Context: an optimization exercise on an open-source flow, tuned for small area, a short achievable clock period and few clock cycles per item. The choices shown serve that exercise and are no tape-out recipe. Where RTL was checked, it was by simulation tests only, not by an equivalence proof against the original. Power and IR drop assume default switching activity.

==> 12-27: inputs <==
// PolyMult
module PolyMult(clk, rst, start, A3, A2, A1, A0, B3, B2, B1, B0, finish, C3, C2, C1, C0);
clock: 6.0 ns
lec_check: 0
cap_margin: 20
core_margin: 2
core_utilization: 65
slew_margin: 20
synth_hierarchical: 1
synth_minimum_keep_size: 0
standard.sh (not shown) runs the stock make flow with config.mk's settings and CLKGATE_MAP_FILE= SYNTH_SCRIPT=/design/flow/synth_recipe.tcl, a recipe that flattens the netlist after the stock synthesis.
==> flow/flow/run.sh <==
#!/bin/bash
# The standard layout (the standard.sh) with these ORFS variables changed:
#   BUFFER_PORTS_ARGS='-buffer_cell sky130_fd_sc_hd__buf_4'
# The whole make output goes to standard_flow.log; ORFS keeps each step's log under orfs/logs/.
set -euo pipefail
bash standard.sh BUFFER_PORTS_ARGS='-buffer_cell sky130_fd_sc_hd__buf_4' finish > standard_flow.log 2>&1
==> 04-26: changes against 12-27 <==
==> flow/flow/run.sh (replaced) <==
#!/bin/bash
# The standard layout (the standard.sh) with these ORFS variables changed:
#   BUFFER_PORTS_ARGS='-buffer_cell sky130_fd_sc_hd__buf_2'
# The whole make output goes to standard_flow.log; ORFS keeps each step's log under orfs/logs/.
set -euo pipefail
bash standard.sh BUFFER_PORTS_ARGS='-buffer_cell sky130_fd_sc_hd__buf_2' finish > standard_flow.log 2>&1
SETUP_SLACK_MARGIN = 1.0   (was unset)
==> impl_metrics.json <==
{
  "power_clock_mw": 0.334,
  "post-place-ws_ps": 112,
  "clk_share": 0.0107,
  "outcome": "complete, no violations",
  "hold_ws_ps": 722
}
-- figures above: 04-26

==> impl_metrics.json <==
{
  "clk_share": 0.00968,
  "post_cts_resized": 0,
  "power_clock_mw": 0.280,
  "post-place-ws_ps": 306,
  "initial_core_util": 0.657,
  "outcome": "complete, no violations",
  "hold_ws_ps": 726
}
-- figures above: 12-27

No functional check of the RTL was part of any run of this note.

* * *

==> inputs of job 4392 <==
Another version of the RTL of PolyMult (not shown whole).
export LEC_CHECK = 0
export CAP_MARGIN = 20
export CORE_MARGIN = 2
export CORE_UTILIZATION = 40
export SETUP_SLACK_MARGIN = 2.0
export SLEW_MARGIN = 20
create_clock -name core_clock -period 6.0 [get_ports {clk}]
==> flow/flow/run.sh <==
#!/bin/bash
# The standard layout, except that synthesis leaves full/half adders to ABC
# instead of mapping them to the library's fa/ha cells (ADDER_MAP_FILE empty).
set -euo pipefail
bash standard.sh ADDER_MAP_FILE= finish > standard_flow.log 2>&1
==> job 7251: changes against job 4392 <==
==> flow/run.sh (new file) <==
#!/bin/bash
# synth_recipe.tcl (not shown) runs the flow's synth.tcl, then flattens the netlist and writes it again
# the make line also repeats each setting of config.mk as NAME=value (left out here)
make -C /OpenROAD-flow-scripts/flow DESIGN_CONFIG=/design/flow/config.mk WORK_HOME=/design/flow/orfs CLKGATE_MAP_FILE= SYNTH_SCRIPT=/design/flow/synth_recipe.tcl finish
- SETUP_SLACK_MARGIN: 2.0 -> not set
removed: flow/flow/run.sh
removed: flow/standard.sh
==> job 898: changes against job 4392 <==
- SETUP_SLACK_MARGIN: 2.0 -> not set
==> notes <==
Job 4392 produced a clean layout. Job 898 ran to the end with no violations. Job 7251 produced a layout that fails on negative setup slack. Critical path depth: job 7251 > job 4392 > job 898. Between job 4392 and job 898, the lower via count is in job 898 (gap about 11%, measured against job 898). Power, lowest first: job 7251, job 898, job 4392. Cell count, highest first: job 4392, job 898, job 7251.
==> figures <==
Status: job 7251 finished with violations; job 4392 timing/DRC/antenna clean; job 898 timing/DRC/antenna clean
Violated checks: job 7251 negative setup slack; job 4392 -; job 898 -
Leak pwr: job 7251 0.008227 uW; job 4392 0.009834 uW; job 898 0.007608 uW
Antenna violations before repair: job 7251 1; job 4392 0; job 898 2
Buffers inserted during post-CTS setup optimization: job 7251 100; job 4392 149; job 898 0
Global Route met1 Usage: job 7251 0.4428; job 4392 0.3516; job 898 0.3211
RePlAce Congestion: job 7251 1.016; job 4392 0.9195; job 898 0.8693
Seq pwr: job 7251 468 uW; job 4392 461 uW; job 898 461 uW
Areal power density over the cells: job 7251 432.3 nW/um^2; job 4392 494.3 nW/um^2; job 898 461.3 nW/um^2
Power share of the clock group: job 7251 0.035; job 4392 0.029; job 898 0.031
Testbench counts of job 4392, summed over its fixed seeds: cycles 804, items 800.
Testbench counts of job 7251, summed over its fixed seeds: cycles 804, items 800.
Testbench counts of job 898, summed over its fixed seeds: cycles 804, items 800.

* * *

==> build 82 <==
Another version of the RTL of PolyMult (not shown whole).
export LEC_CHECK = 0
export CAP_MARGIN = 20
export CORE_MARGIN = 2
export CORE_UTILIZATION = 72
export PLACE_DENSITY = 0.7
export SLEW_MARGIN = 20
export SYNTH_HIERARCHICAL = 1
export SYNTH_MINIMUM_KEEP_SIZE = 0
create_clock -name core_clock -period 6.0 [get_ports {clk}]
==> flow/flow/run.sh <==
#!/bin/bash
# The standard layout (the standard.sh) with these ORFS variables changed:
#   port buffers: sky130_fd_sc_hd__buf_4, then resized after global placement by their load
#   
# The whole make output goes to standard_flow.log; ORFS keeps each step's log under orfs/logs/.
set -euo pipefail
bash standard.sh BUFFER_PORTS_ARGS='-buffer_cell sky130_fd_sc_hd__buf_4' POST_GLOBAL_PLACE_TCL=$(pwd)/flow/post_gpl.tcl  finish > standard_flow.log 2>&1
==> flow/flow/post_gpl.tcl <==
# After global placement: the output ports drive only a 10 fF load and have
# ample slack, so their port buffers are made the smallest buffer.
foreach inst [get_cells output*] {
  if {[get_property $inst ref_name] eq "sky130_fd_sc_hd__buf_4"} {
    replace_cell $inst sky130_fd_sc_hd__buf_1
  }
}
foreach inst [get_cells input*] {
  if {[get_property $inst ref_name] ne "sky130_fd_sc_hd__buf_4"} continue
  set port [get_full_name [get_nets -of_objects [get_pins [get_full_name $inst]/A]]]
  if {![regexp {^[AB][0-3]\[([0-7])\]$} $port -> bit]} continue
  if {$bit <= 2} {
    replace_cell $inst sky130_fd_sc_hd__buf_8
  } elseif {$bit <= 4} {
    replace_cell $inst sky130_fd_sc_hd__buf_6
  } elseif {$bit >= 6} {
    replace_cell $inst sky130_fd_sc_hd__buf_2
  }
}
==> trial 81 (differences from build 82) <==
Settings changed: CORE_UTILIZATION 72 to 65, PLACE_DENSITY 0.7 to default, SETUP_SLACK_MARGIN from default to 1.5.
==> trial 8 (differences from build 82) <==
--- a/flow/design.v
+++ b/flow/design.v
@@ -400,33 +400,33 @@
 PolyMult_x2 u_p0p_373 (.a(s0_147), .b(s0_145), .y(p0p_373));
 assign p0g_374 = s0_147 & s0_145;
 assign p0c_375 = p0g_374;
 PolyMult_x2 u_p0p_376 (.a(s0_153), .b(s0_155), .y(p0p_376));
 assign p0g_377 = s0_153 & s0_155;
 PolyMult_x2 u_p0s_378 (.a(p0p_376), .b(p0c_375), .y(p0s_378));
-PolyMult_ao u_p0c_379 (.g(p0g_377), .p(p0p_376), .c(p0c_375), .y(p0c_379));
+assign p0c_379 = p0g_377 | (p0p_376 & p0c_375);
 PolyMult_x2 u_p0p_380 (.a(s0_171), .b(s0_169), .y(p0p_380));
 assign p0g_381 = s0_171 & s0_169;
 PolyMult_x2 u_p0s_382 (.a(p0p_380), .b(p0c_379), .y(p0s_382));
-PolyMult_ao u_p0c_383 (.g(p0g_381), .p(p0p_380), .c(p0c_379), .y(p0c_383));
+assign p0c_383 = p0g_381 | (p0p_380 & p0c_379);
 PolyMult_x2 u_p0p_384 (.a(s0_195), .b(s0_193), .y(p0p_384));
 assign p0g_385 = s0_195 & s0_193;
 PolyMult_x2 u_p0s_386 (.a(p0p_384), .b(p0c_383), .y(p0s_386));
-PolyMult_ao u_p0c_387 (.g(p0g_385), .p(p0p_384), .c(p0c_383), .y(p0c_387));
+assign p0c_387 = p0g_385 | (p0p_384 & p0c_383);
 PolyMult_x2 u_p0p_388 (.a(s0_225), .b(s0_227), .y(p0p_388));
 assign p0g_389 = s0_225 & s0_227;
 PolyMult_x2 u_p0s_390 (.a(p0p_388), .b(p0c_387), .y(p0s_390));
-PolyMult_ao u_p0c_391 (.g(p0g_389), .p(p0p_388), .c(p0c_387), .y(p0c_391));
+assign p0c_391 = p0g_389 | (p0p_388 & p0c_387);
 PolyMult_x2 u_p0p_392 (.a(s0_267), .b(s0_265), .y(p0p_392));
 assign p0g_393 = s0_267 & s0_265;
 PolyMult_x2 u_p0s_394 (.a(p0p_392), .b(p0c_391), .y(p0s_394));
-PolyMult_ao u_p0c_395 (.g(p0g_393), .p(p0p_392), .c(p0c_391), .y(p0c_395));
+assign p0c_395 = p0g_393 | (p0p_392 & p0c_391);
 PolyMult_x2 u_p0p_396 (.a(s0_315), .b(s0_313), .y(p0p_396));
 assign p0g_397 = s0_315 & s0_313;
 PolyMult_x2 u_p0s_398 (.a(p0p_396), .b(p0c_395), .y(p0s_398));
-PolyMult_ao u_p0c_399 (.g(p0g_397), .p(p0p_396), .c(p0c_395), .y(p0c_399));
+assign p0c_399 = p0g_397 | (p0p_396 & p0c_395);
 PolyMult_x2 u_p0s_400 (.a(x0_372), .b(p0c_399), .y(p0s_400));
 assign c0 = ({p0s_400, p0s_398, p0s_394, p0s_390, p0s_386, p0s_382, p0s_378, p0p_373});
 assign p1_401 = A0[0] & B1[0];
 assign p1_402 = A0[0] & B1[1];
 assign p1_403 = A0[0] & B1[2];
 assign p1_404 = A0[0] & B1[3];
@@ -720,33 +720,33 @@
 PolyMult_x2 u_p1p_771 (.a(p1_509), .b(s1_545), .y(p1p_771));
 assign p1g_772 = p1_509 & s1_545;
 assign p1c_773 = p1g_772;
 PolyMult_x2 u_p1p_774 (.a(s1_551), .b(s1_553), .y(p1p_774));
 assign p1g_775 = s1_551 & s1_553;
 PolyMult_x2 u_p1s_776 (.a(p1p_774), .b(p1c_773), .y(p1s_776));
-PolyMult_ao u_p1c_777 (.g(p1g_775), .p(p1p_774), .c(p1c_773), .y(p1c_777));
+assign p1c_777 = p1g_775 | (p1p_774 & p1c_773);
 PolyMult_x2 u_p1p_778 (.a(s1_569), .b(s1_567), .y(p1p_778));
 assign p1g_779 = s1_569 & s1_567;
 PolyMult_x2 u_p1s_780 (.a(p1p_778), .b(p1c_777), .y(p1s_780));
-PolyMult_ao u_p1c_781 (.g(p1g_779), .p(p1p_778), .c(p1c_777), .y(p1c_781));
+assign p1c_781 = p1g_779 | (p1p_778 & p1c_777);
 PolyMult_x2 u_p1p_782 (.a(s1_593), .b(s1_591), .y(p1p_782));
 assign p1g_783 = s1_593 & s1_591;
 PolyMult_x2 u_p1s_784 (.a(p1p_782), .b(p1c_781), .y(p1s_784));
-PolyMult_ao u_p1c_785 (.g(p1g_783), .p(p1p_782), .c(p1c_781), .y(p1c_785));
+assign p1c_785 = p1g_783 | (p1p_782 & p1c_781);
 PolyMult_x2 u_p1p_786 (.a(s1_623), .b(s1_625), .y(p1p_786));
 assign p1g_787 = s1_623 & s1_625;
 PolyMult_x2 u_p1s_788 (.a(p1p_786), .b(p1c_785), .y(p1s_788));
-PolyMult_ao u_p1c_789 (.g(p1g_787), .p(p1p_786), .c(p1c_785), .y(p1c_789));
+assign p1c_789 = p1g_787 | (p1p_786 & p1c_785);
 PolyMult_x2 u_p1p_790 (.a(s1_665), .b(s1_663), .y(p1p_790));
 assign p1g_791 = s1_665 & s1_663;
 PolyMult_x2 u_p1s_792 (.a(p1p_790), .b(p1c_789), .y(p1s_792));
-PolyMult_ao u_p1c_793 (.g(p1g_791), .p(p1p_790), .c(p1c_789), .y(p1c_793));
+assign p1c_793 = p1g_791 | (p1p_790 & p1c_789);
 PolyMult_x2 u_p1p_794 (.a(s1_713), .b(s1_711), .y(p1p_794));
 assign p1g_795 = s1_713 & s1_711;
 PolyMult_x2 u_p1s_796 (.a(p1p_794), .b(p1c_793), .y(p1s_796));
-PolyMult_ao u_p1c_797 (.g(p1g_795), .p(p1p_794), .c(p1c_793), .y(p1c_797));
+assign p1c_797 = p1g_795 | (p1p_794 & p1c_793);
 PolyMult_x2 u_p1s_798 (.a(x1_770), .b(p1c_797), .y(p1s_798));
 assign c1 = ({p1s_798, p1s_796, p1s_792, p1s_788, p1s_784, p1s_780, p1s_776, p1p_771});
 assign p2_799 = ~A0[0] | ~B2[0];
 assign p2_800 = ~A0[0] | ~B2[1];
 assign p2_801 = ~A0[0] | ~B2[2];
 assign p2_802 = ~A0[0] | ~B2[3];
@@ -1038,36 +1038,36 @@
 PolyMult_x2 u_x2_1168 (.a(c2_1110), .b(x2_1167), .y(x2_1168));
 PolyMult_x2 u_p2p_1169 (.a(p2_907), .b(s2_943), .y(p2p_1169));
 assign p2g_1170 = p2_907 & s2_943;
 assign p2c_1171 = p2g_1170;
 PolyMult_x2 u_p2p_1172 (.a(s2_951), .b(s2_949), .y(p2p_1172));
 assign p2g_1173 = s2_951 & s2_949;
-PolyMult_xn2 u_p2s_1174 (.a(p2p_1172), .b(p2c_1171), .y(p2s_1174));
-PolyMult_ao u_p2c_1175 (.g(p2g_1173), .p(p2p_1172), .c(p2c_1171), .y(p2c_1175));
+PolyMult_x2 u_p2s_1174 (.a(p2p_1172), .b(p2c_1171), .y(p2s_1174));
+assign p2c_1175 = p2g_1173 | (p2p_1172 & p2c_1171);
 PolyMult_x2 u_p2p_1176 (.a(s2_967), .b(s2_965), .y(p2p_1176));
 assign p2g_1177 = s2_967 & s2_965;
-PolyMult_xn2 u_p2s_1178 (.a(p2p_1176), .b(p2c_1175), .y(p2s_1178));
-PolyMult_ao u_p2c_1179 (.g(p2g_1177), .p(p2p_1176), .c(p2c_1175), .y(p2c_1179));
+PolyMult_x2 u_p2s_1178 (.a(p2p_1176), .b(p2c_1175), .y(p2s_1178));
+assign p2c_1179 = p2g_1177 | (p2p_1176 & p2c_1175);
 PolyMult_x2 u_p2p_1180 (.a(s2_991), .b(s2_989), .y(p2p_1180));
 assign p2g_1181 = s2_991 & s2_989;
-PolyMult_xn2 u_p2s_1182 (.a(p2p_1180), .b(p2c_1179), .y(p2s_1182));
-PolyMult_ao u_p2c_1183 (.g(p2g_1181), .p(p2p_1180), .c(p2c_1179), .y(p2c_1183));
+PolyMult_x2 u_p2s_1182 (.a(p2p_1180), .b(p2c_1179), .y(p2s_1182));
+assign p2c_1183 = p2g_1181 | (p2p_1180 & p2c_1179);
 PolyMult_x2 u_p2p_1184 (.a(s2_1021), .b(s2_1023), .y(p2p_1184));
 assign p2g_1185 = s2_1021 & s2_1023;
-PolyMult_xn2 u_p2s_1186 (.a(p2p_1184), .b(p2c_1183), .y(p2s_1186));
-PolyMult_ao u_p2c_1187 (.g(p2g_1185), .p(p2p_1184), .c(p2c_1183), .y(p2c_1187));
+PolyMult_x2 u_p2s_1186 (.a(p2p_1184), .b(p2c_1183), .y(p2s_1186));
+assign p2c_1187 = p2g_1185 | (p2p_1184 & p2c_1183);
 PolyMult_x2 u_p2p_1188 (.a(s2_1063), .b(s2_1061), .y(p2p_1188));
 assign p2g_1189 = s2_1063 & s2_1061;
-PolyMult_xn2 u_p2s_1190 (.a(p2p_1188), .b(p2c_1187), .y(p2s_1190));
-PolyMult_ao u_p2c_1191 (.g(p2g_1189), .p(p2p_1188), .c(p2c_1187), .y(p2c_1191));
+PolyMult_x2 u_p2s_1190 (.a(p2p_1188), .b(p2c_1187), .y(p2s_1190));
+assign p2c_1191 = p2g_1189 | (p2p_1188 & p2c_1187);
 PolyMult_x2 u_p2p_1192 (.a(s2_1111), .b(s2_1109), .y(p2p_1192));
 assign p2g_1193 = s2_1111 & s2_1109;
-PolyMult_xn2 u_p2s_1194 (.a(p2p_1192), .b(p2c_1191), .y(p2s_1194));
-PolyMult_ao u_p2c_1195 (.g(p2g_1193), .p(p2p_1192), .c(p2c_1191), .y(p2c_1195));
-PolyMult_xn2 u_p2s_1196 (.a(x2_1168), .b(p2c_1195), .y(p2s_1196));
-assign c2 = ({p2s_1196, p2s_1194, p2s_1190, p2s_1186, p2s_1182, p2s_1178, p2s_1174, ~p2p_1169});
+PolyMult_x2 u_p2s_1194 (.a(p2p_1192), .b(p2c_1191), .y(p2s_1194));
+assign p2c_1195 = p2g_1193 | (p2p_1192 & p2c_1191);
+PolyMult_x2 u_p2s_1196 (.a(x2_1168), .b(p2c_1195), .y(p2s_1196));
+assign c2 = ~({p2s_1196, p2s_1194, p2s_1190, p2s_1186, p2s_1182, p2s_1178, p2s_1174, p2p_1169});
 assign p3_1197 = ~A0[0] | ~B3[0];
 assign p3_1198 = ~A0[0] | ~B3[1];
 assign p3_1199 = ~A0[0] | ~B3[2];
 assign p3_1200 = ~A0[0] | ~B3[3];
 assign p3_1201 = ~A0[0] | ~B3[4];
 assign p3_1202 = ~A0[0] | ~B3[5];
@@ -1360,52 +1360,46 @@
 PolyMult_x2 u_x3_1570 (.a(c3_1512), .b(x3_1569), .y(x3_1570));
 PolyMult_x2 u_p3p_1571 (.a(s3_1343), .b(s3_1341), .y(p3p_1571));
 assign p3g_1572 = s3_1343 & s3_1341;
 assign p3c_1573 = p3g_1572;
 PolyMult_x2 u_p3p_1574 (.a(s3_1353), .b(s3_1351), .y(p3p_1574));
 assign p3g_1575 = s3_1353 & s3_1351;
-PolyMult_xn2 u_p3s_1576 (.a(p3p_1574), .b(p3c_1573), .y(p3s_1576));
-PolyMult_ao u_p3c_1577 (.g(p3g_1575), .p(p3p_1574), .c(p3c_1573), .y(p3c_1577));
+PolyMult_x2 u_p3s_1576 (.a(p3p_1574), .b(p3c_1573), .y(p3s_1576));
+assign p3c_1577 = p3g_1575 | (p3p_1574 & p3c_1573);
 PolyMult_x2 u_p3p_1578 (.a(s3_1369), .b(s3_1367), .y(p3p_1578));
 assign p3g_1579 = s3_1369 & s3_1367;
-PolyMult_xn2 u_p3s_1580 (.a(p3p_1578), .b(p3c_1577), .y(p3s_1580));
-PolyMult_ao u_p3c_1581 (.g(p3g_1579), .p(p3p_1578), .c(p3c_1577), .y(p3c_1581));
+PolyMult_x2 u_p3s_1580 (.a(p3p_1578), .b(p3c_1577), .y(p3s_1580));
+assign p3c_1581 = p3g_1579 | (p3p_1578 & p3c_1577);
 PolyMult_x2 u_p3p_1582 (.a(s3_1393), .b(s3_1391), .y(p3p_1582));
 assign p3g_1583 = s3_1393 & s3_1391;
-PolyMult_xn2 u_p3s_1584 (.a(p3p_1582), .b(p3c_1581), .y(p3s_1584));
-PolyMult_ao u_p3c_1585 (.g(p3g_1583), .p(p3p_1582), .c(p3c_1581), .y(p3c_1585));
+PolyMult_x2 u_p3s_1584 (.a(p3p_1582), .b(p3c_1581), .y(p3s_1584));
+assign p3c_1585 = p3g_1583 | (p3p_1582 & p3c_1581);
 PolyMult_x2 u_p3p_1586 (.a(s3_1423), .b(s3_1425), .y(p3p_1586));
 assign p3g_1587 = s3_1423 & s3_1425;
-PolyMult_xn2 u_p3s_1588 (.a(p3p_1586), .b(p3c_1585), .y(p3s_1588));
-PolyMult_ao u_p3c_1589 (.g(p3g_1587), .p(p3p_1586), .c(p3c_1585), .y(p3c_1589));
+PolyMult_x2 u_p3s_1588 (.a(p3p_1586), .b(p3c_1585), .y(p3s_1588));
+assign p3c_1589 = p3g_1587 | (p3p_1586 & p3c_1585);
 PolyMult_x2 u_p3p_1590 (.a(s3_1465), .b(s3_1463), .y(p3p_1590));
 assign p3g_1591 = s3_1465 & s3_1463;
-PolyMult_xn2 u_p3s_1592 (.a(p3p_1590), .b(p3c_1589), .y(p3s_1592));
-PolyMult_ao u_p3c_1593 (.g(p3g_1591), .p(p3p_1590), .c(p3c_1589), .y(p3c_1593));
+PolyMult_x2 u_p3s_1592 (.a(p3p_1590), .b(p3c_1589), .y(p3s_1592));
+assign p3c_1593 = p3g_1591 | (p3p_1590 & p3c_1589);
 PolyMult_x2 u_p3p_1594 (.a(s3_1513), .b(s3_1511), .y(p3p_1594));
 assign p3g_1595 = s3_1513 & s3_1511;
-PolyMult_xn2 u_p3s_1596 (.a(p3p_1594), .b(p3c_1593), .y(p3s_1596));
-PolyMult_ao u_p3c_1597 (.g(p3g_1595), .p(p3p_1594), .c(p3c_1593), .y(p3c_1597));
-PolyMult_xn2 u_p3s_1598 (.a(x3_1570), .b(p3c_1597), .y(p3s_1598));
-assign c3 = ({p3s_1598, p3s_1596, p3s_1592, p3s_1588, p3s_1584, p3s_1580, p3s_1576, ~p3p_1571});
+PolyMult_x2 u_p3s_1596 (.a(p3p_1594), .b(p3c_1593), .y(p3s_1596));
+assign p3c_1597 = p3g_1595 | (p3p_1594 & p3c_1593);
+PolyMult_x2 u_p3s_1598 (.a(x3_1570), .b(p3c_1597), .y(p3s_1598));
+assign c3 = ~({p3s_1598, p3s_1596, p3s_1592, p3s_1588, p3s_1584, p3s_1580, p3s_1576, p3p_1571});
 always @(posedge clk or posedge rst)
 	if (rst) finish <= 1'b0;
 	else     finish <= start;
 always @(posedge clk) begin
 	C0 <= c0;
 	C1 <= c1;
 	C2 <= c2;
 	C3 <= c3;
 end
 endmodule
-module PolyMult_xn2(input a, input b, output y);
-assign y = ~(a ^ b);
-endmodule
-module PolyMult_ao(input g, input p, input c, output y);
-assign y = g | (p & c);
-endmodule
 module PolyMult_x2(input a, input b, output y);
 assign y = a ^ b;
 endmodule
 module PolyMult_fa(input a, input b, input c, output s, output co);
 assign {co, s} = a + b + c;
 endmodule
Settings changed: CORE_UTILIZATION 72 to 65, PLACE_DENSITY 0.7 to default.
==> comparison table <==
item	trial 8	build 82	trial 81
Result of the run	finished clean	finished clean	finished clean
Number of iterations in the first detailed-routing pass	5	8	8
Antenna violations before repair	1	0	0
Net count of the finished layout	1883	1845	1886
Routed metal-1 wire length	14900 um	13400 um	15900 um
Post-CTS setup buffer count	0	0	11
Logic depth of the worst path, buffers included	15	12	11
GR met3 Demand/Resource	9.63%	11.8%	13.3%
Compound-Gate Fraction of Synth Area	2.37%	1.42%	1.42%
Switching share of power	51.5%	48.6%	47.2%
Vias after detailed routing	10700	10600	11200
Number of rows in the core area	52	49	52
WP buf/inv	3	1	1
Maximum number of pins on one net before global-route repair	36	35	35
Clock-pin slew on the worst setup and hold paths	0.05 ns	0.06 ns	0.07 ns
Sequential element share of the synthesized area	5.03%	5.04%	5.04%
Post-placement cell area	14100 um2	13800 um2	14000 um2
Power consumed by combinational cells	6.33 mW	5.86 mW	6.60 mW
Clock buffers	7	7	6
Testbench counts of build 82, summed over its fixed seeds: cycles 804, items 800.
Testbench counts of trial 81, summed over its fixed seeds: cycles 804, items 800.
No functional check of the RTL was part of trial 8.

## afterwards: timing with drivers on the ports
Ports are ideal in the flow. The routed layouts listed here were re-timed in OpenROAD.
Step 1: set_driving_cell puts a clkbuf_16 on clk and a buf_2 on each other input, an assumption about the parent block.
Step 2 times the ports against the registers' clock, not the clock port: input delays grow and output delays shrink by t, the midpoint of the rising clock arrivals with the driver on.
a / b / c = no drivers / after step 1 / after step 2; a / b = the first two.
run	shift t [ns]	setup slack, ns	latest minus earliest clock arrival (ns)	slew at the worst register clock pin (ns)
12-27	0.346	0.603 / 0.617 / 0.272	0.005 / 0.005	0.07 / 0.07
04-26	0.348	0.741 / 0.728 / 0.380	0.010 / 0.009	0.07 / 0.07
job 4392	0.377	1.540 / 1.466 / 1.089	0.010 / 0.010	0.06 / 0.06
job 7251	0.363	-0.201 / -0.176 / -0.539	0.022 / 0.023	0.08 / 0.08
job 898	0.353	0.620 / 0.646 / 0.293	0.006 / 0.006	0.06 / 0.06
build 82	0.341	1.302 / 1.297 / 0.957	0.010 / 0.009	0.06 / 0.06
trial 81	0.344	1.462 / 1.294 / 0.950	0.011 / 0.010	0.07 / 0.07
trial 8	0.340	0.960 / 0.955 / 0.616	0.010 / 0.011	0.07 / 0.07
For trial 81, which loses most, drivers alone change the setup slack by -0.168 ns; drivers and shift together by -0.512 ns.
